This design comes from an exercise in tuning for small area and a short achievable clock period on the open sky130 flow, not from production work.
RTL that was checked went through simulation tests only; none was proved equivalent to the original.
Only the layout flow was run in run 2; the RTL was not checked for function there.
Power and IR drop assume default switching activity.

==> flow/design.v <==
module add_zero (
  input  [15:0] m,
  output [15:0] f
);
  wire        nz, sg;
  wire [4:0]  e;
  wire [11:0] r;
  wire [9:0]  lowmask;
  zero_mask  u0 (.e(m[14:10]), .lowmask(lowmask));
  zero_front u1 (.m(m), .lowmask(lowmask), .nz(nz), .sg(sg), .e(e), .r(r));
  zero_back  u2 (.nz(nz), .sg(sg), .e(e), .r(r), .f(f));
endmodule
module zero_front (
  input  [15:0] m,
  input  [9:0]  lowmask,   
  output        nz,        
  output        sg,        
  output [4:0]  e,
  output [11:0] r          
);
  assign sg = m[15];
  assign e  = m[14:10];
  assign nz = |m[14:0];
  wire [10:0] M  = {1'b1, m[9:0]};
  wire [10:0] lm = {1'b0, lowmask};
  wire        in_range = (e <= 5'd10);
  wire [11:0] inc = {1'b0, M | lm} + 12'd1;
  wire [11:0] s   = {inc[11], (inc[10:0] & ~lm) | (M & lm)};
  wire [10:0] dec = (M & ~lm) - 11'd1;
  wire [10:0] d   = (dec & ~lm) | (M & lm);
  assign r = !in_range ? {1'b0, M} : sg ? {1'b0, d} : s;
endmodule
module zero_mask (
  input  [4:0] e,
  output [9:0] lowmask
);
  assign lowmask = 10'h3ff >> e;
endmodule
module zero_back (
  input         nz,
  input         sg,
  input  [4:0]  e,
  input  [11:0] r,
  output [15:0] f
);
  wire [15:0] r_add = r[11] ? {sg, e + 5'd1, r[10:1]} : {sg, e, r[9:0]};
  wire [2:0]  lz = r[10] ? 3'd0 : r[9] ? 3'd1 : r[8] ? 3'd2 : r[7] ? 3'd3 :
                   r[6] ? 3'd4 : r[5] ? 3'd5 : r[4] ? 3'd6 : 3'd0;
  wire [9:0]  m_sub = r[9:0] << lz;
  wire [15:0] r_sub = {sg, e - {2'b0, lz}, m_sub};
  assign f = !nz ? (sg ? 16'h0000 : 16'h0400) : sg ? r_sub : r_add;
endmodule
module fp_add (
    input  [15:0] a,
    input  [15:0] b,
    output [15:0] c
    );
    wire        sub, sign;
    wire [4:0]  big_e;
    wire [9:0]  big_m;
    wire [10:0] al;
    fp_align u1 (.a(a), .b(b), .sub(sub), .sign(sign), .big_e(big_e), .big_m(big_m), .al(al));
    fp_sum   u2 (.sub(sub), .sign(sign), .big_e(big_e), .big_m(big_m), .al(al), .c(c));
endmodule
module fp_align (
    input  [15:0] a,
    input  [15:0] b,
    output        sub,
    output        sign,
    output [4:0]  big_e,
    output [9:0]  big_m,
    output [10:0] al
    );
    wire [4:0]  ea = a[14:10], eb = b[14:10];
    wire [9:0]  ma = a[9:0],   mb = b[9:0];
    wire [5:0]  dab  = {1'b0, ea} - {1'b0, eb};    
    wire [4:0]  dba  = eb - ea;
    wire        e_eq = (ea == eb);
    wire        m_gt = ma > mb;
    wire        gt   = (~dab[5] & ~e_eq) | (e_eq & m_gt);
    wire [4:0]  sh    = gt ? dab[4:0] : dba;
    wire [9:0]  sml_m = gt ? mb : ma;
    assign sub   = a[15] ^ b[15];
    assign sign  = gt ? a[15] : b[15];
    assign big_m = gt ? ma : mb;
    assign big_e = gt ? ea : eb;
    assign al    = sh[4] ? 11'd0 : ({1'b1, sml_m} >> sh[3:0]);
endmodule
module fp_sum (
    input         sub,
    input         sign,
    input  [4:0]  big_e,
    input  [9:0]  big_m,
    input  [10:0] al,
    output [15:0] c
    );
    wire [11:0] s  = {1'b0, 1'b1, big_m} + {1'b0, al ^ {11{sub}}} + {11'd0, sub};
    wire [2:0]  lz = s[10] ? 3'd0 : s[9] ? 3'd1 : s[8] ? 3'd2 : s[7] ? 3'd3 :
                     s[6] ? 3'd4 : s[5] ? 3'd5 : s[4] ? 3'd6 : 3'd0;
    wire [9:0]  m_sub = s[9:0] << lz;
    wire [4:0]  e_sub = big_e - {2'b0, lz};
    wire [4:0]  e_add = big_e + {4'd0, s[11]};
    wire [9:0]  m_add = s[11] ? s[10:1] : s[9:0];
    assign c = sub ? {sign, e_sub, m_sub} : {sign, e_add, m_add};
endmodule
module mant_mul (
  input  [9:0]  a,
  input  [9:0]  b,
  output [11:0] ph
);
  wire pp0_0 = a[0] & b[0];
  wire pp0_1 = a[0] & b[1];
  wire pp0_2 = a[0] & b[2];
  wire pp0_3 = a[0] & b[3];
  wire pp0_4 = a[0] & b[4];
  wire pp0_5 = a[0] & b[5];
  wire pp0_6 = a[0] & b[6];
  wire pp0_7 = a[0] & b[7];
  wire pp0_8 = a[0] & b[8];
  wire pp0_9 = a[0] & b[9];
  wire pp1_0 = a[1] & b[0];
  wire pp1_1 = a[1] & b[1];
  wire pp1_2 = a[1] & b[2];
  wire pp1_3 = a[1] & b[3];
  wire pp1_4 = a[1] & b[4];
  wire pp1_5 = a[1] & b[5];
  wire pp1_6 = a[1] & b[6];
  wire pp1_7 = a[1] & b[7];
  wire pp1_8 = a[1] & b[8];
  wire pp1_9 = a[1] & b[9];
  wire pp2_0 = a[2] & b[0];
  wire pp2_1 = a[2] & b[1];
  wire pp2_2 = a[2] & b[2];
  wire pp2_3 = a[2] & b[3];
  wire pp2_4 = a[2] & b[4];
  wire pp2_5 = a[2] & b[5];
  wire pp2_6 = a[2] & b[6];
  wire pp2_7 = a[2] & b[7];
  wire pp2_8 = a[2] & b[8];
  wire pp2_9 = a[2] & b[9];
  wire pp3_0 = a[3] & b[0];
  wire pp3_1 = a[3] & b[1];
  wire pp3_2 = a[3] & b[2];
  wire pp3_3 = a[3] & b[3];
  wire pp3_4 = a[3] & b[4];
  wire pp3_5 = a[3] & b[5];
  wire pp3_6 = a[3] & b[6];
  wire pp3_7 = a[3] & b[7];
  wire pp3_8 = a[3] & b[8];
  wire pp3_9 = a[3] & b[9];
  wire pp4_0 = a[4] & b[0];
  wire pp4_1 = a[4] & b[1];
  wire pp4_2 = a[4] & b[2];
  wire pp4_3 = a[4] & b[3];
  wire pp4_4 = a[4] & b[4];
  wire pp4_5 = a[4] & b[5];
  wire pp4_6 = a[4] & b[6];
  wire pp4_7 = a[4] & b[7];
  wire pp4_8 = a[4] & b[8];
  wire pp4_9 = a[4] & b[9];
  wire pp5_0 = a[5] & b[0];
  wire pp5_1 = a[5] & b[1];
  wire pp5_2 = a[5] & b[2];
  wire pp5_3 = a[5] & b[3];
  wire pp5_4 = a[5] & b[4];
  wire pp5_5 = a[5] & b[5];
  wire pp5_6 = a[5] & b[6];
  wire pp5_7 = a[5] & b[7];
  wire pp5_8 = a[5] & b[8];
  wire pp5_9 = a[5] & b[9];
  wire pp6_0 = a[6] & b[0];
  wire pp6_1 = a[6] & b[1];
  wire pp6_2 = a[6] & b[2];
  wire pp6_3 = a[6] & b[3];
  wire pp6_4 = a[6] & b[4];
  wire pp6_5 = a[6] & b[5];
  wire pp6_6 = a[6] & b[6];
  wire pp6_7 = a[6] & b[7];
  wire pp6_8 = a[6] & b[8];
  wire pp6_9 = a[6] & b[9];
  wire pp7_0 = a[7] & b[0];
  wire pp7_1 = a[7] & b[1];
  wire pp7_2 = a[7] & b[2];
  wire pp7_3 = a[7] & b[3];
  wire pp7_4 = a[7] & b[4];
  wire pp7_5 = a[7] & b[5];
  wire pp7_6 = a[7] & b[6];
  wire pp7_7 = a[7] & b[7];
  wire pp7_8 = a[7] & b[8];
  wire pp7_9 = a[7] & b[9];
  wire pp8_0 = a[8] & b[0];
  wire pp8_1 = a[8] & b[1];
  wire pp8_2 = a[8] & b[2];
  wire pp8_3 = a[8] & b[3];
  wire pp8_4 = a[8] & b[4];
  wire pp8_5 = a[8] & b[5];
  wire pp8_6 = a[8] & b[6];
  wire pp8_7 = a[8] & b[7];
  wire pp8_8 = a[8] & b[8];
  wire pp8_9 = a[8] & b[9];
  wire pp9_0 = a[9] & b[0];
  wire pp9_1 = a[9] & b[1];
  wire pp9_2 = a[9] & b[2];
  wire pp9_3 = a[9] & b[3];
  wire pp9_4 = a[9] & b[4];
  wire pp9_5 = a[9] & b[5];
  wire pp9_6 = a[9] & b[6];
  wire pp9_7 = a[9] & b[7];
  wire pp9_8 = a[9] & b[8];
  wire pp9_9 = a[9] & b[9];
  wire s0 = pp0_9 ^ pp1_8;
  wire c0 = pp0_9 & pp1_8;
  wire s1 = a[0] ^ pp1_9 ^ pp2_8;
  wire c1 = (a[0] & pp1_9) | (a[0] & pp2_8) | (pp1_9 & pp2_8);
  wire s2 = pp3_7 ^ pp4_6;
  wire c2 = pp3_7 & pp4_6;
  wire s3 = a[1] ^ pp2_9 ^ pp3_8;
  wire c3 = (a[1] & pp2_9) | (a[1] & pp3_8) | (pp2_9 & pp3_8);
  wire s4 = pp4_7 ^ pp5_6;
  wire c4 = pp4_7 & pp5_6;
  wire s5 = a[2] ^ pp3_9 ^ pp4_8;
  wire c5 = (a[2] & pp3_9) | (a[2] & pp4_8) | (pp3_9 & pp4_8);
  wire s6 = pp0_6 ^ pp1_5;
  wire c6 = pp0_6 & pp1_5;
  wire s7 = pp0_7 ^ pp1_6 ^ pp2_5;
  wire c7 = (pp0_7 & pp1_6) | (pp0_7 & pp2_5) | (pp1_6 & pp2_5);
  wire s8 = pp3_4 ^ pp4_3;
  wire c8 = pp3_4 & pp4_3;
  wire s9 = pp0_8 ^ pp1_7 ^ pp2_6;
  wire c9 = (pp0_8 & pp1_7) | (pp0_8 & pp2_6) | (pp1_7 & pp2_6);
  wire s10 = pp3_5 ^ pp4_4 ^ pp5_3;
  wire c10 = (pp3_5 & pp4_4) | (pp3_5 & pp5_3) | (pp4_4 & pp5_3);
  wire s11 = pp6_2 ^ pp7_1;
  wire c11 = pp6_2 & pp7_1;
  wire s12 = s0 ^ pp2_7 ^ pp3_6;
  wire c12 = (s0 & pp2_7) | (s0 & pp3_6) | (pp2_7 & pp3_6);
  wire s13 = pp4_5 ^ pp5_4 ^ pp6_3;
  wire c13 = (pp4_5 & pp5_4) | (pp4_5 & pp6_3) | (pp5_4 & pp6_3);
  wire s14 = pp7_2 ^ pp8_1 ^ pp9_0;
  wire c14 = (pp7_2 & pp8_1) | (pp7_2 & pp9_0) | (pp8_1 & pp9_0);
  wire s15 = c0 ^ s1 ^ s2;
  wire c15 = (c0 & s1) | (c0 & s2) | (s1 & s2);
  wire s16 = pp5_5 ^ pp6_4 ^ pp7_3;
  wire c16 = (pp5_5 & pp6_4) | (pp5_5 & pp7_3) | (pp6_4 & pp7_3);
  wire s17 = pp8_2 ^ pp9_1 ^ b[0];
  wire c17 = (pp8_2 & pp9_1) | (pp8_2 & b[0]) | (pp9_1 & b[0]);
  wire s18 = c1 ^ c2 ^ s3;
  wire c18 = (c1 & c2) | (c1 & s3) | (c2 & s3);
  wire s19 = s4 ^ pp6_5 ^ pp7_4;
  wire c19 = (s4 & pp6_5) | (s4 & pp7_4) | (pp6_5 & pp7_4);
  wire s20 = pp8_3 ^ pp9_2 ^ b[1];
  wire c20 = (pp8_3 & pp9_2) | (pp8_3 & b[1]) | (pp9_2 & b[1]);
  wire s21 = c3 ^ c4 ^ s5;
  wire c21 = (c3 & c4) | (c3 & s5) | (c4 & s5);
  wire s22 = pp5_7 ^ pp6_6 ^ pp7_5;
  wire c22 = (pp5_7 & pp6_6) | (pp5_7 & pp7_5) | (pp6_6 & pp7_5);
  wire s23 = pp8_4 ^ pp9_3 ^ b[2];
  wire c23 = (pp8_4 & pp9_3) | (pp8_4 & b[2]) | (pp9_3 & b[2]);
  wire s24 = c5 ^ a[3] ^ pp4_9;
  wire c24 = (c5 & a[3]) | (c5 & pp4_9) | (a[3] & pp4_9);
  wire s25 = pp5_8 ^ pp6_7 ^ pp7_6;
  wire c25 = (pp5_8 & pp6_7) | (pp5_8 & pp7_6) | (pp6_7 & pp7_6);
  wire s26 = pp8_5 ^ pp9_4 ^ b[3];
  wire c26 = (pp8_5 & pp9_4) | (pp8_5 & b[3]) | (pp9_4 & b[3]);
  wire s27 = a[4] ^ pp5_9 ^ pp6_8;
  wire c27 = (a[4] & pp5_9) | (a[4] & pp6_8) | (pp5_9 & pp6_8);
  wire s28 = pp7_7 ^ pp8_6 ^ pp9_5;
  wire c28 = (pp7_7 & pp8_6) | (pp7_7 & pp9_5) | (pp8_6 & pp9_5);
  wire s29 = a[5] ^ pp6_9 ^ pp7_8;
  wire c29 = (a[5] & pp6_9) | (a[5] & pp7_8) | (pp6_9 & pp7_8);
  wire s30 = pp0_4 ^ pp1_3;
  wire c30 = pp0_4 & pp1_3;
  wire s31 = pp0_5 ^ pp1_4 ^ pp2_3;
  wire c31 = (pp0_5 & pp1_4) | (pp0_5 & pp2_3) | (pp1_4 & pp2_3);
  wire s32 = pp3_2 ^ pp4_1;
  wire c32 = pp3_2 & pp4_1;
  wire s33 = s6 ^ pp2_4 ^ pp3_3;
  wire c33 = (s6 & pp2_4) | (s6 & pp3_3) | (pp2_4 & pp3_3);
  wire s34 = pp4_2 ^ pp5_1 ^ pp6_0;
  wire c34 = (pp4_2 & pp5_1) | (pp4_2 & pp6_0) | (pp5_1 & pp6_0);
  wire s35 = c6 ^ s7 ^ s8;
  wire c35 = (c6 & s7) | (c6 & s8) | (s7 & s8);
  wire s36 = pp5_2 ^ pp6_1 ^ pp7_0;
  wire c36 = (pp5_2 & pp6_1) | (pp5_2 & pp7_0) | (pp6_1 & pp7_0);
  wire s37 = c7 ^ c8 ^ s9;
  wire c37 = (c7 & c8) | (c7 & s9) | (c8 & s9);
  wire s38 = s10 ^ s11 ^ pp8_0;
  wire c38 = (s10 & s11) | (s10 & pp8_0) | (s11 & pp8_0);
  wire s39 = c9 ^ c10 ^ c11;
  wire c39 = (c9 & c10) | (c9 & c11) | (c10 & c11);
  wire s40 = s12 ^ s13 ^ s14;
  wire c40 = (s12 & s13) | (s12 & s14) | (s13 & s14);
  wire s41 = c12 ^ c13 ^ c14;
  wire c41 = (c12 & c13) | (c12 & c14) | (c13 & c14);
  wire s42 = s15 ^ s16 ^ s17;
  wire c42 = (s15 & s16) | (s15 & s17) | (s16 & s17);
  wire s43 = c15 ^ c16 ^ c17;
  wire c43 = (c15 & c16) | (c15 & c17) | (c16 & c17);
  wire s44 = s18 ^ s19 ^ s20;
  wire c44 = (s18 & s19) | (s18 & s20) | (s19 & s20);
  wire s45 = c18 ^ c19 ^ c20;
  wire c45 = (c18 & c19) | (c18 & c20) | (c19 & c20);
  wire s46 = s21 ^ s22 ^ s23;
  wire c46 = (s21 & s22) | (s21 & s23) | (s22 & s23);
  wire s47 = c21 ^ c22 ^ c23;
  wire c47 = (c21 & c22) | (c21 & c23) | (c22 & c23);
  wire s48 = s24 ^ s25 ^ s26;
  wire c48 = (s24 & s25) | (s24 & s26) | (s25 & s26);
  wire s49 = c24 ^ c25 ^ c26;
  wire c49 = (c24 & c25) | (c24 & c26) | (c25 & c26);
  wire s50 = s27 ^ s28 ^ b[4];
  wire c50 = (s27 & s28) | (s27 & b[4]) | (s28 & b[4]);
  wire s51 = c27 ^ c28 ^ s29;
  wire c51 = (c27 & c28) | (c27 & s29) | (c28 & s29);
  wire s52 = pp8_7 ^ pp9_6 ^ b[5];
  wire c52 = (pp8_7 & pp9_6) | (pp8_7 & b[5]) | (pp9_6 & b[5]);
  wire s53 = c29 ^ a[6] ^ pp7_9;
  wire c53 = (c29 & a[6]) | (c29 & pp7_9) | (a[6] & pp7_9);
  wire s54 = pp8_8 ^ pp9_7 ^ b[6];
  wire c54 = (pp8_8 & pp9_7) | (pp8_8 & b[6]) | (pp9_7 & b[6]);
  wire s55 = a[7] ^ pp8_9 ^ pp9_8;
  wire c55 = (a[7] & pp8_9) | (a[7] & pp9_8) | (pp8_9 & pp9_8);
  wire s56 = pp0_3 ^ pp1_2;
  wire c56 = pp0_3 & pp1_2;
  wire s57 = s30 ^ pp2_2 ^ pp3_1;
  wire c57 = (s30 & pp2_2) | (s30 & pp3_1) | (pp2_2 & pp3_1);
  wire s58 = c30 ^ s31 ^ s32;
  wire c58 = (c30 & s31) | (c30 & s32) | (s31 & s32);
  wire s59 = c31 ^ c32 ^ s33;
  wire c59 = (c31 & c32) | (c31 & s33) | (c32 & s33);
  wire s60 = c33 ^ c34 ^ s35;
  wire c60 = (c33 & c34) | (c33 & s35) | (c34 & s35);
  wire s61 = c35 ^ c36 ^ s37;
  wire c61 = (c35 & c36) | (c35 & s37) | (c36 & s37);
  wire s62 = c37 ^ c38 ^ s39;
  wire c62 = (c37 & c38) | (c37 & s39) | (c38 & s39);
  wire s63 = c39 ^ c40 ^ s41;
  wire c63 = (c39 & c40) | (c39 & s41) | (c40 & s41);
  wire s64 = c41 ^ c42 ^ s43;
  wire c64 = (c41 & c42) | (c41 & s43) | (c42 & s43);
  wire s65 = c43 ^ c44 ^ s45;
  wire c65 = (c43 & c44) | (c43 & s45) | (c44 & s45);
  wire s66 = c45 ^ c46 ^ s47;
  wire c66 = (c45 & c46) | (c45 & s47) | (c46 & s47);
  wire s67 = c47 ^ c48 ^ s49;
  wire c67 = (c47 & c48) | (c47 & s49) | (c48 & s49);
  wire s68 = c49 ^ c50 ^ s51;
  wire c68 = (c49 & c50) | (c49 & s51) | (c50 & s51);
  wire s69 = c51 ^ c52 ^ s53;
  wire c69 = (c51 & c52) | (c51 & s53) | (c52 & s53);
  wire s70 = c53 ^ c54 ^ s55;
  wire c70 = (c53 & c54) | (c53 & s55) | (c54 & s55);
  wire s71 = c55 ^ a[8] ^ pp9_9;
  wire c71 = (c55 & a[8]) | (c55 & pp9_9) | (a[8] & pp9_9);
  wire s72 = pp0_2 ^ pp1_1;
  wire c72 = pp0_2 & pp1_1;
  wire s73 = s56 ^ pp2_1 ^ pp3_0;
  wire c73 = (s56 & pp2_1) | (s56 & pp3_0) | (pp2_1 & pp3_0);
  wire s74 = c56 ^ s57 ^ pp4_0;
  wire c74 = (c56 & s57) | (c56 & pp4_0) | (s57 & pp4_0);
  wire s75 = c57 ^ s58 ^ pp5_0;
  wire c75 = (c57 & s58) | (c57 & pp5_0) | (s58 & pp5_0);
  wire s76 = c58 ^ s59 ^ s34;
  wire c76 = (c58 & s59) | (c58 & s34) | (s59 & s34);
  wire s77 = c59 ^ s60 ^ s36;
  wire c77 = (c59 & s60) | (c59 & s36) | (s60 & s36);
  wire s78 = c60 ^ s61 ^ s38;
  wire c78 = (c60 & s61) | (c60 & s38) | (s61 & s38);
  wire s79 = c61 ^ s62 ^ s40;
  wire c79 = (c61 & s62) | (c61 & s40) | (s62 & s40);
  wire s80 = c62 ^ s63 ^ s42;
  wire c80 = (c62 & s63) | (c62 & s42) | (s63 & s42);
  wire s81 = c63 ^ s64 ^ s44;
  wire c81 = (c63 & s64) | (c63 & s44) | (s64 & s44);
  wire s82 = c64 ^ s65 ^ s46;
  wire c82 = (c64 & s65) | (c64 & s46) | (s65 & s46);
  wire s83 = c65 ^ s66 ^ s48;
  wire c83 = (c65 & s66) | (c65 & s48) | (s66 & s48);
  wire s84 = c66 ^ s67 ^ s50;
  wire c84 = (c66 & s67) | (c66 & s50) | (s67 & s50);
  wire s85 = c67 ^ s68 ^ s52;
  wire c85 = (c67 & s68) | (c67 & s52) | (s68 & s52);
  wire s86 = c68 ^ s69 ^ s54;
  wire c86 = (c68 & s69) | (c68 & s54) | (s69 & s54);
  wire s87 = c69 ^ s70 ^ b[7];
  wire c87 = (c69 & s70) | (c69 & b[7]) | (s70 & b[7]);
  wire s88 = c70 ^ s71 ^ b[8];
  wire c88 = (c70 & s71) | (c70 & b[8]) | (s71 & b[8]);
  wire s89 = c71 ^ a[9] ^ b[9];
  wire c89 = (c71 & a[9]) | (c71 & b[9]) | (a[9] & b[9]);
  wire [21:0] r0 = {1'b0, c89, c88, c87, c86, c85, c84, c83, c82, c81, c80, c79, c78, c77, c76, c75, c74, c73, c72, s72, pp0_1, pp0_0};
  wire [21:0] r1 = {1'b0, 1'b1, s89, s88, s87, s86, s85, s84, s83, s82, s81, s80, s79, s78, s77, s76, s75, s74, s73, pp2_0, pp1_0, 1'b0};
  wire [9:0] lg = r0[9:0] & r1[9:0];
  wire [9:0] lp = r0[9:0] | r1[9:0];
  wire G90 = lg[9] | (lp[9] & lg[8]);
  wire P90 = lp[9] & lp[8];
  wire G91 = G90 | (P90 & lg[7]);
  wire P91 = P90 & lp[7];
  wire G92 = lg[6] | (lp[6] & lg[5]);
  wire P92 = lp[6] & lp[5];
  wire G93 = G91 | (P91 & G92);
  wire P93 = P91 & P92;
  wire G94 = lg[4] | (lp[4] & lg[3]);
  wire P94 = lp[4] & lp[3];
  wire G95 = G94 | (P94 & lg[2]);
  wire P95 = P94 & lp[2];
  wire G96 = lg[1] | (lp[1] & lg[0]);
  wire P96 = lp[1] & lp[0];
  wire G97 = G95 | (P95 & G96);
  wire P97 = P95 & P96;
  wire G98 = G93 | (P93 & G97);
  wire P98 = P93 & P97;
  wire cin = G98;
  wire [11:0] tg = r0[21:10] & r1[21:10];
  wire [11:0] tp = r0[21:10] ^ r1[21:10];
  wire k0 = tg[0] | (tp[0] & cin);
  wire g1_1 = tg[1] | (tp[1] & k0);
  wire p1_1 = tp[1] & tp[0];
  wire g1_3 = tg[3] | (tp[3] & tg[2]);
  wire p1_3 = tp[3] & tp[2];
  wire g1_5 = tg[5] | (tp[5] & tg[4]);
  wire p1_5 = tp[5] & tp[4];
  wire g1_7 = tg[7] | (tp[7] & tg[6]);
  wire p1_7 = tp[7] & tp[6];
  wire g1_9 = tg[9] | (tp[9] & tg[8]);
  wire p1_9 = tp[9] & tp[8];
  wire g1_11 = tg[11] | (tp[11] & tg[10]);
  wire p1_11 = tp[11] & tp[10];
  wire g2_2 = tg[2] | (tp[2] & g1_1);
  wire p2_2 = tp[2] & p1_1;
  wire g2_3 = g1_3 | (p1_3 & g1_1);
  wire p2_3 = p1_3 & p1_1;
  wire g2_6 = tg[6] | (tp[6] & g1_5);
  wire p2_6 = tp[6] & p1_5;
  wire g2_7 = g1_7 | (p1_7 & g1_5);
  wire p2_7 = p1_7 & p1_5;
  wire g2_10 = tg[10] | (tp[10] & g1_9);
  wire p2_10 = tp[10] & p1_9;
  wire g2_11 = g1_11 | (p1_11 & g1_9);
  wire p2_11 = p1_11 & p1_9;
  wire g3_4 = tg[4] | (tp[4] & g2_3);
  wire p3_4 = tp[4] & p2_3;
  wire g3_5 = g1_5 | (p1_5 & g2_3);
  wire p3_5 = p1_5 & p2_3;
  wire g3_6 = g2_6 | (p2_6 & g2_3);
  wire p3_6 = p2_6 & p2_3;
  wire g3_7 = g2_7 | (p2_7 & g2_3);
  wire p3_7 = p2_7 & p2_3;
  wire g4_8 = tg[8] | (tp[8] & g3_7);
  wire p4_8 = tp[8] & p3_7;
  wire g4_9 = g1_9 | (p1_9 & g3_7);
  wire p4_9 = p1_9 & p3_7;
  wire g4_10 = g2_10 | (p2_10 & g3_7);
  wire p4_10 = p2_10 & p3_7;
  wire g4_11 = g2_11 | (p2_11 & g3_7);
  wire p4_11 = p2_11 & p3_7;
  wire [11:0] tcar = {g4_10, g4_9, g4_8, g3_7, g3_6, g3_5, g3_4, g2_3, g2_2, g1_1, k0, cin};
  assign ph = tp ^ tcar;
endmodule
module mul_normalizer (
  input         zero,    
  input         sign,    
  input  [4:0]  e0,      
  input  [11:0] ph,      
  output [15:0] c
);
  wire [4:0] e = ph[11] ? e0 + 5'd1 : e0;
  wire [9:0] m = ph[11] ? ph[10:1] : ph[9:0];
  assign c = zero ? 16'b0 : {sign, e, m};
endmodule
module mul_operands (
  input  [15:0] a,
  input  [15:0] b,
  output        zero,
  output        sign,
  output [4:0]  e0
);
  assign zero = ~(|a) | ~(|b);
  assign sign = a[15] ^ b[15];
  assign e0   = a[14:10] + b[14:10] + 5'd17;
endmodule
module fp_mul (
    input  [15:0] a,
    input  [15:0] b,
    output [15:0] c
    );
    wire [11:0] ph;
    wire        zero, sign;
    wire [4:0]  e0;
    mant_mul        u1 (.a(a[9:0]), .b(b[9:0]), .ph(ph));
    mul_operands    u2 (.a(a), .b(b), .zero(zero), .sign(sign), .e0(e0));
    mul_normalizer  u3 (.zero(zero), .sign(sign), .e0(e0), .ph(ph), .c(c));
endmodule
module systolic_array_is
#(
  parameter INPUT_WIDTH = 16,
  parameter WEIGHT_WIDTH = 16,
  parameter PSUM_WIDTH = 16,
  parameter ARRAY_HEIGHT = 4,
  parameter ARRAY_WIDTH = 4
)(
  input clk,
  input rst_n,
  input process_en,
  input input_en,
  input [INPUT_WIDTH * ARRAY_HEIGHT - 1 : 0] packed_input_in,
  input [WEIGHT_WIDTH * ARRAY_WIDTH - 1 : 0] packed_weight_in,
  output [PSUM_WIDTH * ARRAY_HEIGHT - 1 : 0] packed_psum_out
);
  genvar x, y, k;
  wire [15:0] wsk_q [0:3][0:3];
  wire [15:0] wsk_m [0:3][0:3];    
  generate
    for (y = 1; y < 4; y = y + 1) begin : wcol
      for (k = 0; k < y; k = k + 1) begin : wst
        reg [15:0] r;
        wire [15:0] src;
        if (k == 0) begin : first
          assign src = packed_weight_in[16*y +: 16];
        end else begin : next
          assign src = wsk_q[y][k-1];
        end
        assign wsk_m[y][k] = process_en ? src : r;
        always @(posedge clk) r <= rst_n ? wsk_m[y][k] : 16'd0;
        assign wsk_q[y][k] = r;
      end
    end
  endgenerate
  wire [15:0] in_q   [0:3][0:3];    
  wire [15:0] in_m   [0:3][0:3];    
  wire [15:0] w_in   [0:3][0:3];    
  wire [15:0] w_m    [0:3][0:3];    
  wire [15:0] wr_q   [0:3][0:3];    
  wire [15:0] wr_m   [0:3][0:3];
  wire [15:0] psum   [0:3][0:3];    
  generate
    for (x = 0; x < 4; x = x + 1) begin : row
      for (y = 0; y < 4; y = y + 1) begin : col
        reg [15:0] input_reg;
        wire [15:0] in_src;
        if (y == 0) begin : inport
          assign in_src = packed_input_in[16*x +: 16];
        end else begin : inleft
          assign in_src = in_q[x][y-1];
        end
        assign in_m[x][y] = input_en ? in_src : input_reg;
        always @(posedge clk) input_reg <= rst_n ? in_m[x][y] : 16'd0;
        assign in_q[x][y] = input_reg;
        if (x == 0) begin : wtop
          if (y == 0) begin : w00
            assign w_in[x][y]   = packed_weight_in[15:0];
            assign w_m[x][y]    = 16'd0;   
          end else begin : wsk
            assign w_in[x][y]   = wsk_q[y][y-1];
            assign w_m[x][y]    = wsk_m[y][y-1];
          end
        end else begin : wbelow
          assign w_in[x][y]   = wr_q[x-1][y];
          assign w_m[x][y]    = wr_m[x-1][y];
        end
        if (x < 3) begin : wreg
          reg [15:0] weight_reg;
          assign wr_m[x][y] = process_en ? w_in[x][y] : weight_reg;
          always @(posedge clk) weight_reg <= rst_n ? wr_m[x][y] : 16'd0;
          assign wr_q[x][y] = weight_reg;
        end
        if (x == 0 && y == 0) begin : pe00
          reg  [15:0] m00;
          reg  [9:0]  lm00;
          wire [15:0] prod;
          wire [9:0]  lm_d;
          wire [11:0] ph00;
          wire        zero00, sign00;
          wire [4:0]  e000;
          wire [9:0]  lm0, lm1;
          mant_mul       mm (.a(input_reg[9:0]), .b(w_in[x][y][9:0]), .ph(ph00));
          mul_operands   mo (.a(input_reg), .b(w_in[x][y]), .zero(zero00), .sign(sign00), .e0(e000));
          mul_normalizer mn (.zero(zero00), .sign(sign00), .e0(e000), .ph(ph00), .c(prod));
          zero_mask      zm (.e(e000), .lowmask(lm0));
          assign lm1  = (e000 == 5'd31) ? 10'h3ff : {1'b0, lm0[9:1]};
          assign lm_d = zero00 ? 10'h3ff : ph00[11] ? lm1 : lm0;
          always @(posedge clk)
            if (!rst_n) begin
              m00 <= 16'h8000; lm00 <= 10'h3ff;
            end else if (process_en) begin
              m00 <= prod; lm00 <= lm_d;
            end
          wire        znz, zsg;
          wire [4:0]  ze;
          wire [11:0] zr;
          zero_front zf (.m(m00), .lowmask(lm00), .nz(znz), .sg(zsg), .e(ze), .r(zr));
          zero_back  zb (.nz(znz), .sg(zsg), .e(ze), .r(zr), .f(psum[x][y]));
        end else begin : pe
          reg  [11:0] ph;
          wire [11:0] ph_d;
          wire [15:0] prod;
          wire [15:0] sum;
          reg  [15:0] psum_reg;
          mant_mul mm (.a(in_m[x][y][9:0]), .b(w_m[x][y][9:0]), .ph(ph_d));
          always @(posedge clk) ph <= ph_d;
          wire        zero, sign;
          wire [4:0]  e0;
          mul_operands   mo (.a(input_reg), .b(w_in[x][y]), .zero(zero), .sign(sign), .e0(e0));
          mul_normalizer mn (.zero(zero), .sign(sign), .e0(e0), .ph(ph), .c(prod));
          if (y == 0) begin : c0
            wire        znz, zsg;
            wire [4:0]  ze;
            wire [11:0] zr;
            wire [9:0]  lm;
            zero_mask  zm (.e(prod[14:10]), .lowmask(lm));
            zero_front zf (.m(prod), .lowmask(lm), .nz(znz), .sg(zsg), .e(ze), .r(zr));
            zero_back  zb (.nz(znz), .sg(zsg), .e(ze), .r(zr), .f(sum));
          end else begin : cl
            wire        sub, sign;
            wire [4:0]  big_e;
            wire [9:0]  big_m;
            wire [10:0] al;
            fp_align fa (.a(prod), .b(psum[x][y-1]), .sub(sub), .sign(sign), .big_e(big_e), .big_m(big_m), .al(al));
            fp_sum   fs (.sub(sub), .sign(sign), .big_e(big_e), .big_m(big_m), .al(al), .c(sum));
          end
          always @(posedge clk)
            if (!rst_n) psum_reg <= 16'd0;
            else if (process_en) psum_reg <= sum;
          assign psum[x][y] = psum_reg;
        end
      end
    end
  endgenerate
  generate
    for (x = 0; x < 4; x = x + 1) begin : dsk
      wire [15:0] st [0:3];
      assign st[0] = psum[x][3];
      for (k = 0; k < 3 - x; k = k + 1) begin : dst
        reg [15:0] r;
        always @(posedge clk)
          if (!rst_n) r <= 16'd0;
          else if (process_en) r <= st[k];
        assign st[k+1] = r;
      end
      assign packed_psum_out[16*x +: 16] = st[3-x];
    end
  endgenerate
endmodule
==> flow/flow/run.sh <==
#!/bin/bash
# Own flow: the standard layout (standard.sh: ORFS, standard synthesis),
# with repair_timing aiming for extra setup slack so that the critical paths
# get sized and buffered even though the 26 ns clock has slack to spare.
# The SDC (clock period, input/output delays, load) is the standard flow's, unchanged.
set -euo pipefail
MARGIN=${MARGIN:-16}
bash standard.sh SETUP_SLACK_MARGIN=$MARGIN finish > standard.log 2>&1
==> flow/standard.sh <==
#!/bin/bash
# synth_recipe.tcl (not shown) runs the flow's synth.tcl, then flattens the netlist and writes it again
# the make line also repeats each setting of config.mk as NAME=value (left out here)
make -C /OpenROAD-flow-scripts/flow DESIGN_CONFIG=/design/flow/config.mk WORK_HOME=/design/flow/orfs CLKGATE_MAP_FILE= SYNTH_SCRIPT=/design/flow/synth_recipe.tcl "${@:-finish}"
==> flow/config.mk <==
export PLATFORM = sky130hd
export DESIGN_NAME = systolic_array_is
export DESIGN_NICKNAME = systolic_array_is
export VERILOG_FILES = /design/flow/design.v
export SDC_FILE = /design/flow/constraint.sdc
export NUM_CORES = 4
export LEC_CHECK = 0
export ABC_AREA = 1
export CAP_MARGIN = 10
export CORE_MARGIN = 2
export CORE_UTILIZATION = 45
export SLEW_MARGIN = 10
export SYNTH_HIERARCHICAL = 1
export SYNTH_MINIMUM_KEEP_SIZE = 650
==> flow/constraint.sdc <==
create_clock -name core_clock -period 26.0 [get_ports {clk}]
set_input_delay 5.2000 -clock core_clock [delete_from_list [all_inputs] [get_ports {clk}]]
set_output_delay 5.2000 -clock core_clock [all_outputs]
set_load 0.01 [all_outputs]
==> impl_metrics.sql, run 1 <==
INSERT INTO impl_metrics (metric_group, metric, value, unit) VALUES
('synth', 'syn-num-nets', '21500', ''),
('cts', 'clock_insertion_delay_worst_skew', '840', 'ps'),
('synth', 'yosys_warnings', '7', ''),
('min_path', 'hold_path_startpoint', 'row[1].col[3].pe.psum_reg[13]', ''),
('final_layout', 'largest_register_ff_count', '256', ''),
('run', 'cap_violations', '0', ''),
('drt', 'route.antenna.remaining_nets', '0', ''),
('drt', 'avgRoutedWirePerCell', '18.20', 'um'),
('worst_setup_path', 'critical-path-top-cell-by-count', 'sky130_fd_sc_hd__nand2_1', ''),
('final_layout', 'layout.cell_area.non_filler', '0.1456', 'mm2'),
('worst_setup_path', 'worst_path_cell_trace', 'clkdlybuf4s50_1 -> nand2_1 -> nand2_1 -> nand2_1 -> fa_1 -> fa_1 -> fa_1 -> fa_1 -> inv_2 -> nor2_1 -> nor2_1 -> o211ai_1 -> nor2_1 -> nor2_1 -> nand2_1 -> fa_2 -> fa_2 -> nand2_1 -> nand2_1 -> nand3_1 -> nand2_2 -> inv_2 -> fa_1 -> inv_1', ''),
('placement', 'port_buffers', '195', ''),
('floorplan', 'core-area', '0.2913', 'mm2'),
('global_routing', 'grt_pass1_wl', '639700', 'um'),
('final_layout', 'layout.core_utilization', '49.98', '%'),
('cts', 'cts_buffer_depth', '4', ''),
('cts', 'cts_buffers', '143', ''),
('global_routing', 'grt-ovfl-total', '0', ''),
('cts', 'clock_slew_at_the_register_clock_pins_of_the_worst_setup_and_hold_paths', '60', 'ps'),
('worst_setup_path', 'start_kind', 'input port', ''),
('global_routing', 'track_usage', '26.74', '%'),
('floorplan', 'die_boundary_width', '545.4', 'um'),
('sta', 'report.final.setup_viol', '0', ''),
('sta', 'max_slew_margin', '31.63', '%'),
('min_path', 'whs_path_depth', '2', ''),
('drt', 'routed_wl', '416800', 'um'),
('synth', 'avg_synthesized_cell_area', '6.904', 'um2'),
('sta', 'post-route-period-util', '37.78', '%'),
('pwr', 'power.ir.vdd_worst', '233.8', 'uV'),
('floorplan', 'ios', '196', ''),
('synth', 'synth.distinct_cells', '79', ''),
('floorplan', 'chip_height', '545.4', 'um'),
('outcome', 'run_status', 'no timing/DRC/antenna violations', ''),
('floorplan', 'floorplan.rows', '198', ''),
('pwr', 'power.leakage', '75.30', 'nW'),
('synth', 'synth_enable_flop_cells', '0', ''),
('pwr', 'pwr_density_cell', '122.5', 'mW/mm2'),
('cts', 'numClockSinks', '1086', ''),
('global_routing', 'number_of_antenna_violations_at_the_first_check_in_global_routing', '5', ''),
('placement', 'gp_routability_congestion', '0.9281', ''),
('floorplan', 'initial_core_util', '45.27', '%'),
('cts', 'cts.htree.levels', '4', ''),
('cts', 'tritoncts', 'done', ''),
('worst_setup_path', 'reg2reg_setup_slack', '16390', 'ps'),
('worst_setup_path', 'critical_path_arrival', '10600', 'ps'),
('final_layout', 'nNetsFinal', '21290', ''),
('final_layout', 'drive_gt1_share', '7.360', '%'),
('final_layout', 'mostFrequentLayoutCells', 'sky130_fd_sc_hd__nand2_1, sky130_fd_sc_hd__inv_1, sky130_fd_sc_hd__nor2_1', ''),
('final_layout', 'area_growth_syn_to_layout', '10.41', '%'),
('worst_setup_path', 'critical_path.reg2reg.startpoint', 'row[0].col[0].pe00.lm00[1]', ''),
('global_routing', 'first_global_vias', '114200', ''),
('synth', 'netlist_instances', '19100', ''),
('worst_setup_path', 'worst-setup-path-type', 'in2reg', ''),
('final_layout', 'mostFrequentLayoutCell', 'sky130_fd_sc_hd__nand2_1', ''),
('global_routing', 'pin_count_of_the_biggest_net_entering_global_routing', '96', ''),
('worst_setup_path', 'timing.critical_path.buf_inv', '4', ''),
('min_path', 'hold_end', 'dsk[1].dst[0].r[13]', ''),
('placement', 'placement.cell_area', '0.1361', 'mm2'),
('drt', 'drt_iter0_drc', '9038', ''),
('synth', 'postSynth.asyncResetShare', '0', '%'),
('sta', 'drv_slew', '0', ''),
('sta', 'fmax', '101.8', 'MHz'),
('sta', 'unrepaired_setup_endpoints_after_global_routing', 'yes', ''),
('drt', 'remaining_drc_errors', '0', ''),
('worst_setup_path', 'reg2reg_to', 'row[0].col[1].pe.psum_reg[14]', ''),
('worst_setup_path', 'path_max_fanout', '11', ''),
('synth', 'post_synth_instance_area', '0.1319', 'mm2'),
('synth', 'synth_top_flop_cell', 'sky130_fd_sc_hd__dfxtp_1', ''),
('worst_setup_path', 'timing.critical_path.max_delay_family', 'adder cells', ''),
('sta', 'finalHoldViolations', '0', ''),
('synth', 'synth.ff_latch_count', '1086', '');
routing by layer:
layer  track usage (%)  wire [um]  vias up
met4             9.452      17250       10
li1                  -          -    58810
met3             2.476      23750      605
met1             35.95     182200    56690
met2             44.78     193500     3310
met5                 0         70        -
Yosys stat by module, one instance, submodules excluded:
module	flip-flops and latches	copies in the design	area [um2]	cells
systolic_array_is	1086	1	79570	12160
mant_mul	0	16	3269	434
what timing repair did:
action	CTS	global route
gates resized for setup	200	305
setup endpoints to repair	216	169
cloned	32	37
pin swaps	4	58
hold buffers	0	0
setup buffers	19	140
logic make-up (layout without fill, tap and decap cells):
| group | after synthesis | count (layout) | synth area share (%) |
|---|---|---|---|
| muxes | 34 | 34 | 0.2581 |
| DFF | 1086 | 1086 | 16.49 |
| AOI/OAI and AO/OA | 2969 | 2969 | 12.73 |
| other | 0 | 1 | 0 |
| and+or+nand+nor | 7619 | 7623 | 24.05 |
| buffers and inverters | 4640 | 4528 | 13.54 |
| adders and majority gates | 2270 | 2270 | 29.66 |
| xor gates and xnor gates | 484 | 484 | 3.271 |
synthesized netlist by cell type, types with 35 or more instances:
cell type | number | area, um2
sky130_fd_sc_hd__nand2_1 | 4496 | 16880
sky130_fd_sc_hd__inv_1 | 3612 | 13560
sky130_fd_sc_hd__nor2_1 | 1564 | 5871
sky130_fd_sc_hd__fa_1 | 1428 | 28590
sky130_fd_sc_hd__o21ai_0 | 1251 | 6261
sky130_fd_sc_hd__dfxtp_1 | 1086 | 21740
sky130_fd_sc_hd__a21oi_1 | 929 | 4649
sky130_fd_sc_hd__ha_1 | 842 | 10540
sky130_fd_sc_hd__nand3_1 | 803 | 4019
sky130_fd_sc_hd__clkbuf_1 | 640 | 2402
sky130_fd_sc_hd__xor2_1 | 338 | 2960
sky130_fd_sc_hd__inv_2 | 165 | 619.3
sky130_fd_sc_hd__nor3_1 | 142 | 710.7
sky130_fd_sc_hd__nor4_1 | 140 | 875.8
sky130_fd_sc_hd__nand2_2 | 137 | 857.1
sky130_fd_sc_hd__xnor2_1 | 136 | 1191
sky130_fd_sc_hd__o21ai_1 | 131 | 655.6
sky130_fd_sc_hd__buf_2 | 123 | 615.6
sky130_fd_sc_hd__a211oi_1 | 114 | 855.8
sky130_fd_sc_hd__o211ai_1 | 114 | 855.8
sky130_fd_sc_hd__a221oi_1 | 84 | 735.7
sky130_fd_sc_hd__nand4_1 | 84 | 525.5
sky130_fd_sc_hd__a31oi_1 | 78 | 488.0
sky130_fd_sc_hd__or2_1 | 46 | 287.8
sky130_fd_sc_hd__nand3b_1 | 45 | 337.8
sky130_fd_sc_hd__nand3_2 | 44 | 440.4
sky130_fd_sc_hd__o21bai_1 | 41 | 307.8
sky130_fd_sc_hd__buf_4 | 35 | 262.8
sky130_fd_sc_hd__o22ai_1 | 35 | 219.0
per-stage QoR:
| step | worst slack (ps) | cells | total power [mW] | hold WS [ps] |
|---|---|---|---|---|
| 3_5_place_dp | 12890 | 22420 | 15.13 | 448.9 |
| 5_1_grt | 15720 | 22900 | 19.59 | 476.1 |
| 3_3_place_gp | 12960 | 22420 | 15.16 | 444.7 |
| 6_report | 16180 | 22900 | 17.84 | 456.7 |
| 4_1_cts | 15960 | 22720 | 17.37 | 457.6 |
| 2_1_floorplan | 15650 | 19100 | 12.32 | 433.9 |
worst max path at each step:
| stage | from | endpoint | depth (start not counted) | slack [ps] |
|---|---|---|---|---|
| finish | packed_input_in[20] | row[1].col[0].pe.ph[8] | 24 | 16180 |
| global route | row[0].col[0].pe00.lm00[0] | row[0].col[1].pe.psum_reg[14] | 59 | 15720 |
| CTS | process_en | row[2].col[1].pe.ph[5] | 27 | 15960 |
| detailed placement | process_en | row[2].col[1].pe.ph[5] | 27 | 12890 |
| global placement | process_en | row[2].col[0].pe.ph[5] | 27 | 12960 |
| floorplan | process_en | row[0].col[3].pe.ph[5] | 28 | 15650 |
cell type report:
type                            count  area, um2  share of cell area [%]
Antenna cell                        1      2.502                0.001719
Clock buffer                      194       4118                   2.828
Clock inverter                     53      651.9                  0.4477
Inverter                         3799      14340                   9.850
Multi-Input combinational cell  13380      94030                   64.58
Sequential cell                  1086      21740                   14.93
Tap cell                         3900       4880                   3.351
Timing Repair Buffer              474       5756                   3.953
Timing Repair inverter              8      81.33                 0.05585
worst reg2reg max path: cells and delay by family (launching register included):
kind            cells  cell delay (ps)
buf+inv            10             1070
flops               1              310
compound gates     17             2570
fa+ha+maj           6             1990
simple gates       20             2480
xor+xnor            5             1100
power breakdown:
group          leakage (nW)  switching [mW]  internal (mW)
Sequential             8.93           0.196           1.91
Combinational          64.0            9.11           4.56
Clock                  2.33           0.842           1.22
==> inputs of run 2 (changes only) <==
--- a/flow/design.v
+++ b/flow/design.v
@@ -1,54 +1,2 @@
-module add_zero (
-  input  [15:0] m,
-  output [15:0] f
-);
-  wire        nz, sg;
-  wire [4:0]  e;
-  wire [11:0] r;
-  wire [9:0]  lowmask;
-  zero_mask  u0 (.e(m[14:10]), .lowmask(lowmask));
-  zero_front u1 (.m(m), .lowmask(lowmask), .nz(nz), .sg(sg), .e(e), .r(r));
-  zero_back  u2 (.nz(nz), .sg(sg), .e(e), .r(r), .f(f));
-endmodule
-module zero_front (
-  input  [15:0] m,
-  input  [9:0]  lowmask,   
-  output        nz,        
-  output        sg,        
-  output [4:0]  e,
-  output [11:0] r          
-);
-  assign sg = m[15];
-  assign e  = m[14:10];
-  assign nz = |m[14:0];
-  wire [10:0] M  = {1'b1, m[9:0]};
-  wire [10:0] lm = {1'b0, lowmask};
-  wire        in_range = (e <= 5'd10);
-  wire [11:0] inc = {1'b0, M | lm} + 12'd1;
-  wire [11:0] s   = {inc[11], (inc[10:0] & ~lm) | (M & lm)};
-  wire [10:0] dec = (M & ~lm) - 11'd1;
-  wire [10:0] d   = (dec & ~lm) | (M & lm);
-  assign r = !in_range ? {1'b0, M} : sg ? {1'b0, d} : s;
-endmodule
-module zero_mask (
-  input  [4:0] e,
-  output [9:0] lowmask
-);
-  assign lowmask = 10'h3ff >> e;
-endmodule
-module zero_back (
-  input         nz,
-  input         sg,
-  input  [4:0]  e,
-  input  [11:0] r,
-  output [15:0] f
-);
-  wire [15:0] r_add = r[11] ? {sg, e + 5'd1, r[10:1]} : {sg, e, r[9:0]};
-  wire [2:0]  lz = r[10] ? 3'd0 : r[9] ? 3'd1 : r[8] ? 3'd2 : r[7] ? 3'd3 :
-                   r[6] ? 3'd4 : r[5] ? 3'd5 : r[4] ? 3'd6 : 3'd0;
-  wire [9:0]  m_sub = r[9:0] << lz;
-  wire [15:0] r_sub = {sg, e - {2'b0, lz}, m_sub};
-  assign f = !nz ? (sg ? 16'h0000 : 16'h0400) : sg ? r_sub : r_add;
-endmodule
 module fp_add (
     input  [15:0] a,
@@ -56,22 +4,7 @@
     output [15:0] c
     );
-    wire        sub, sign;
-    wire [4:0]  big_e;
-    wire [9:0]  big_m;
-    wire [10:0] al;
-    fp_align u1 (.a(a), .b(b), .sub(sub), .sign(sign), .big_e(big_e), .big_m(big_m), .al(al));
-    fp_sum   u2 (.sub(sub), .sign(sign), .big_e(big_e), .big_m(big_m), .al(al), .c(c));
-endmodule
-module fp_align (
-    input  [15:0] a,
-    input  [15:0] b,
-    output        sub,
-    output        sign,
-    output [4:0]  big_e,
-    output [9:0]  big_m,
-    output [10:0] al
-    );
     wire [4:0]  ea = a[14:10], eb = b[14:10];
     wire [9:0]  ma = a[9:0],   mb = b[9:0];
+    wire        sub  = a[15] ^ b[15];
     wire [5:0]  dab  = {1'b0, ea} - {1'b0, eb};    
     wire [4:0]  dba  = eb - ea;
@@ -80,19 +13,9 @@
     wire        gt   = (~dab[5] & ~e_eq) | (e_eq & m_gt);
     wire [4:0]  sh    = gt ? dab[4:0] : dba;
+    wire [9:0]  big_m = gt ? ma : mb;
     wire [9:0]  sml_m = gt ? mb : ma;
-    assign sub   = a[15] ^ b[15];
-    assign sign  = gt ? a[15] : b[15];
-    assign big_m = gt ? ma : mb;
-    assign big_e = gt ? ea : eb;
-    assign al    = sh[4] ? 11'd0 : ({1'b1, sml_m} >> sh[3:0]);
-endmodule
-module fp_sum (
-    input         sub,
-    input         sign,
-    input  [4:0]  big_e,
-    input  [9:0]  big_m,
-    input  [10:0] al,
-    output [15:0] c
-    );
+    wire [4:0]  big_e = gt ? ea : eb;
+    wire        sign  = gt ? a[15] : b[15];
+    wire [10:0] al = sh[4] ? 11'd0 : ({1'b1, sml_m} >> sh[3:0]);
     wire [11:0] s  = {1'b0, 1'b1, big_m} + {1'b0, al ^ {11{sub}}} + {11'd0, sub};
     wire [2:0]  lz = s[10] ? 3'd0 : s[9] ? 3'd1 : s[8] ? 3'd2 : s[7] ? 3'd3 :
@@ -459,24 +382,14 @@
 endmodule
 module mul_normalizer (
-  input         zero,    
-  input         sign,    
-  input  [4:0]  e0,      
-  input  [11:0] ph,      
-  output [15:0] c
-);
-  wire [4:0] e = ph[11] ? e0 + 5'd1 : e0;
-  wire [9:0] m = ph[11] ? ph[10:1] : ph[9:0];
-  assign c = zero ? 16'b0 : {sign, e, m};
-endmodule
-module mul_operands (
   input  [15:0] a,
   input  [15:0] b,
-  output        zero,
-  output        sign,
-  output [4:0]  e0
+  input  [11:0] ph,
+  output [15:0] c
 );
-  assign zero = ~(|a) | ~(|b);
-  assign sign = a[15] ^ b[15];
-  assign e0   = a[14:10] + b[14:10] + 5'd17;
+  wire       zero = ~(|a) | ~(|b);
+  wire [4:0] e0   = a[14:10] + b[14:10] + 5'd17;
+  wire [4:0] e    = ph[11] ? e0 + 5'd1 : e0;
+  wire [9:0] m    = ph[11] ? ph[10:1] : ph[9:0];
+  assign c = zero ? 16'b0 : {a[15] ^ b[15], e, m};
 endmodule
 module fp_mul (
@@ -486,9 +399,6 @@
     );
     wire [11:0] ph;
-    wire        zero, sign;
-    wire [4:0]  e0;
     mant_mul        u1 (.a(a[9:0]), .b(b[9:0]), .ph(ph));
-    mul_operands    u2 (.a(a), .b(b), .zero(zero), .sign(sign), .e0(e0));
-    mul_normalizer  u3 (.zero(zero), .sign(sign), .e0(e0), .ph(ph), .c(c));
+    mul_normalizer  u2 (.a(a), .b(b), .ph(ph), .c(c));
 endmodule
 module systolic_array_is
@@ -566,29 +476,13 @@
         end
         if (x == 0 && y == 0) begin : pe00
-          reg  [15:0] m00;
-          reg  [9:0]  lm00;
           wire [15:0] prod;
-          wire [9:0]  lm_d;
-          wire [11:0] ph00;
-          wire        zero00, sign00;
-          wire [4:0]  e000;
-          wire [9:0]  lm0, lm1;
-          mant_mul       mm (.a(input_reg[9:0]), .b(w_in[x][y][9:0]), .ph(ph00));
-          mul_operands   mo (.a(input_reg), .b(w_in[x][y]), .zero(zero00), .sign(sign00), .e0(e000));
-          mul_normalizer mn (.zero(zero00), .sign(sign00), .e0(e000), .ph(ph00), .c(prod));
-          zero_mask      zm (.e(e000), .lowmask(lm0));
-          assign lm1  = (e000 == 5'd31) ? 10'h3ff : {1'b0, lm0[9:1]};
-          assign lm_d = zero00 ? 10'h3ff : ph00[11] ? lm1 : lm0;
+          wire [15:0] sum;
+          reg  [15:0] psum_reg;
+          fp_mul mul (.a(input_reg), .b(w_in[x][y]), .c(prod));
+          fp_add add (.a(prod), .b(16'h0000), .c(sum));
           always @(posedge clk)
-            if (!rst_n) begin
-              m00 <= 16'h8000; lm00 <= 10'h3ff;
-            end else if (process_en) begin
-              m00 <= prod; lm00 <= lm_d;
-            end
-          wire        znz, zsg;
-          wire [4:0]  ze;
-          wire [11:0] zr;
-          zero_front zf (.m(m00), .lowmask(lm00), .nz(znz), .sg(zsg), .e(ze), .r(zr));
-          zero_back  zb (.nz(znz), .sg(zsg), .e(ze), .r(zr), .f(psum[x][y]));
+            if (!rst_n) psum_reg <= 16'd0;
+            else if (process_en) psum_reg <= sum;
+          assign psum[x][y] = psum_reg;
         end else begin : pe
           reg  [11:0] ph;
@@ -597,26 +491,14 @@
           wire [15:0] sum;
           reg  [15:0] psum_reg;
+          wire [15:0] psum_in;
           mant_mul mm (.a(in_m[x][y][9:0]), .b(w_m[x][y][9:0]), .ph(ph_d));
           always @(posedge clk) ph <= ph_d;
-          wire        zero, sign;
-          wire [4:0]  e0;
-          mul_operands   mo (.a(input_reg), .b(w_in[x][y]), .zero(zero), .sign(sign), .e0(e0));
-          mul_normalizer mn (.zero(zero), .sign(sign), .e0(e0), .ph(ph), .c(prod));
+          mul_normalizer mn (.a(input_reg), .b(w_in[x][y]), .ph(ph), .c(prod));
           if (y == 0) begin : c0
-            wire        znz, zsg;
-            wire [4:0]  ze;
-            wire [11:0] zr;
-            wire [9:0]  lm;
-            zero_mask  zm (.e(prod[14:10]), .lowmask(lm));
-            zero_front zf (.m(prod), .lowmask(lm), .nz(znz), .sg(zsg), .e(ze), .r(zr));
-            zero_back  zb (.nz(znz), .sg(zsg), .e(ze), .r(zr), .f(sum));
+            assign psum_in = 16'h0000;
           end else begin : cl
-            wire        sub, sign;
-            wire [4:0]  big_e;
-            wire [9:0]  big_m;
-            wire [10:0] al;
-            fp_align fa (.a(prod), .b(psum[x][y-1]), .sub(sub), .sign(sign), .big_e(big_e), .big_m(big_m), .al(al));
-            fp_sum   fs (.sub(sub), .sign(sign), .big_e(big_e), .big_m(big_m), .al(al), .c(sum));
+            assign psum_in = psum[x][y-1];
           end
+          fp_add add (.a(prod), .b(psum_in), .c(sum));
           always @(posedge clk)
             if (!rst_n) psum_reg <= 16'd0;
==> flow/run.sh (new file) <==
#!/bin/bash
# synth_recipe.tcl (not shown) runs the flow's synth.tcl, then flattens the netlist and writes it again
# the make line also repeats each setting of config.mk as NAME=value (left out here)
make -C /OpenROAD-flow-scripts/flow DESIGN_CONFIG=/design/flow/config.mk WORK_HOME=/design/flow/orfs CLKGATE_MAP_FILE= SYNTH_SCRIPT=/design/flow/synth_recipe.tcl finish
==> flow/config.mk (replaced) <==
export PLATFORM = sky130hd
export DESIGN_NAME = systolic_array_is
export DESIGN_NICKNAME = systolic_array_is
export VERILOG_FILES = /design/flow/design.v
export SDC_FILE = /design/flow/constraint.sdc
export NUM_CORES = 4
export LEC_CHECK = 0
export CAP_MARGIN = 20
export CORE_MARGIN = 2
export CORE_UTILIZATION = 40
export SLEW_MARGIN = 20
removed: flow/flow/run.sh
removed: flow/standard.sh
==> run 2 against run 1 <==
Net effect:
- still clean
- combinational power decreased by about 20%
- routed wire length decreased by 13%
- first-iteration DRC count decreased by 15%
- fmax shrank 45%
- setup slack lost 7900 ps
- design area decreased by 2.7%
- clock power about the same
- die area is 10% higher
- core utilization down 6.1 points
- clock-buffer cell count is 12 lower
- total power fell by 15%
- largest cell class unchanged
- largest power group unchanged
- highest routed layer is now met4
==> impl_metrics.sql, run 2 <==
INSERT INTO impl_metrics (metric_group, metric, value, unit) VALUES
('floorplan', 'initial_core_util', '40.10', '%'),
('sta', 'hold-worst-slack', '475.7', 'ps'),
('synth', 'post_synth_instance_area', '0.1296', 'mm2'),
('cts', 'cts_setup_buffers', '0', ''),
('global_routing', 'track_usage', '21.62', '%'),
('final_layout', 'layout.core_utilization', '43.84', '%'),
('final_layout', 'area_growth_syn_to_layout', '9.339', '%'),
('synth', 'synth.distinct_cells', '128', ''),
('synth', 'synth.ff_latch_count', '1076', ''),
('synth', 'yosys-top-cells-count', 'sky130_fd_sc_hd__nor2_1, sky130_fd_sc_hd__inv_1, sky130_fd_sc_hd__fa_1, sky130_fd_sc_hd__mux2i_1, sky130_fd_sc_hd__dfxtp_1', ''),
('global_routing', 'first_global_vias', '102500', ''),
('floorplan', 'floorplan.rows', '209', ''),
('drt', 'avgRoutedWirePerCell', '18.20', 'um'),
('floorplan', 'ios', '196', ''),
('drt', 'routed_wl', '361600', 'um'),
('floorplan', 'die_boundary_width', '573.2', 'um'),
('pwr', 'power.leakage', '62.50', 'nW'),
('placement', 'placement.setup.worst_slack', '7619', 'ps'),
('outcome', 'run_status', 'no timing/DRC/antenna violations', ''),
('global_routing', 'grt_pass1_wl', '579200', 'um'),
('drt', 'drt_iter0_drc', '7660', ''),
('sta', 'setup_ws', '8236', 'ps'),
('cts', 'clock_insertion_delay_worst_skew', '850', 'ps'),
('synth', 'synth_top_cell_area_share', '22.12', '%'),
('sta', 'post-route-period-util', '68.32', '%'),
('placement', 'gp_routability_congestion', '0.9059', ''),
('cts', 'numClockSinks', '1076', ''),
('sta', 'fmax', '56.29', 'MHz'),
('sta', 'finalHoldViolations', '0', ''),
('synth', 'synth_top_flop_cell', 'sky130_fd_sc_hd__dfxtp_1', ''),
('placement', 'placement.cell_area', '0.1368', 'mm2'),
('cts', 'clock_slew_at_the_register_clock_pins_of_the_worst_setup_and_hold_paths', '50', 'ps'),
('pwr', 'power.ir.vdd_worst', '91.10', 'uV'),
('global_routing', 'pin_count_of_the_biggest_net_entering_global_routing', '184', '');
-- run 2: cell count changes after synthesis, moves of 154 or more --
cell	before	now
sky130_fd_sc_hd__nand3_1	803	168
sky130_fd_sc_hd__nor2b_1	0	154
sky130_fd_sc_hd__a21oi_1	929	598
sky130_fd_sc_hd__inv_2	165	1
sky130_fd_sc_hd__or2_2	34	242
sky130_fd_sc_hd__nand2_1	4496	920
sky130_fd_sc_hd__o21ai_0	1251	620
sky130_fd_sc_hd__inv_1	3612	1993
sky130_fd_sc_hd__nor2_1	1564	2635
sky130_fd_sc_hd__mux2i_1	34	1103
sky130_fd_sc_hd__xnor2_1	136	414
sky130_fd_sc_hd__a21o_1	28	226
-- run 2: worst register-to-register path, delay by kind of cell (launching register included) --
kind / cells / cell delay [ps]
AO/OA/AOI/OAI: 20 / 4950
adder cells (fa/ha/maj): 12 / 4010
AND/OR/NAND/NOR: 12 / 1670
XOR/XNOR: 4 / 970
flip-flops: 1 / 700
buffers and inverters: 5 / 650
multiplexers: 1 / 130
-- run 2: path summary, 6_finish.rpt --
check                                                  endpoint  cells after the start
worst min register to register    row[2].col[3].pe.psum_reg[10]                      2
worst max-delay path            row[0].col[0].pe00.psum_reg[14]                     54
worst max register to register  row[0].col[0].pe00.psum_reg[14]                     54
worst min-delay path              row[2].col[3].pe.psum_reg[10]                      2
-- run 2: layout make-up --
| class | count | area [um2] | area share [%] |
|---|---|---|---|
| flip-flops and latches | 1076 | 21540 | 15.20 |
| clock inverters | 68 | 828.3 | 0.5845 |
| inverters | 1995 | 7496 | 5.290 |
| diodes | 3 | 7.507 | 0.005298 |
| clock buffers | 182 | 4041 | 2.852 |
| well taps | 4325 | 5411 | 3.819 |
| multi-input cells | 11700 | 97930 | 69.11 |
| repair buffers | 520 | 4442 | 3.135 |
-- run 2: power breakdown --
part / switching (mW) / internal (mW)
Combinational: 6.63 / 4.28
Clock: 0.837 / 1.25
Sequential: 0.237 / 1.88
Total: 7.71 / 7.40
-- run 2: routing by layer --
| metal | track usage, % | up-vias | part of all wire, % |
|---|---|---|---|
| met3 | 2.827 | 363 | 5.9 |
| li1 | - | 51130 | - |
| met1 | 32.46 | 51220 | 49 |
| met4 | 4.911 | 0 | 2.2 |
| met5 | 0 | - | 0 |
| met2 | 32.73 | 2741 | 43 |
-- run 2: logic make-up after synthesis --
kind of cell / Yosys count / share of synthesized area, %
buffers and inverters: 2713 / 7.905
AO/OA/AOI/OAI: 2380 / 11.93
AND/OR/NAND/NOR: 5003 / 17.25
flip-flops: 1076 / 16.62
XOR/XNOR: 654 / 4.494
multiplexers: 1296 / 10.82
adder cells (fa/ha/maj): 2364 / 30.97

re-timing with driven ports:
The results above use ideal ports. As a check the final layouts listed here were re-extracted and re-timed, cells and wires unchanged. Step 1, drivers: a clkbuf_16 drives clk and a buf_2 each remaining input, both assumed. Step 2 adds t to the input delays and takes it off the output delays; t is the mean of the earliest and latest rising clock arrival at the registers after step 1. Input paths then give back, and output paths get back, about the clock's delay inside the block. a / b / c = ideal ports / drivers / drivers and shift; a / b = the first two.
| run | t (ns) | setup WS [ns] | worst hold slack (ns) | worst setup path at the end |
|---|---|---|---|---|
| run 1 | 0.915 | 16.177 / 15.936 / 15.021 | 0.457 / 0.457 / 0.457 | input to register |
| run 2 | 0.917 | 8.236 / 8.311 / 7.393 | 0.476 / 0.476 / 0.476 | input to register |
After both steps setup and hold are still met in every run listed. For run 1, which loses most, drivers alone change the setup slack by -0.241 ns; drivers and shift together by -1.156 ns.
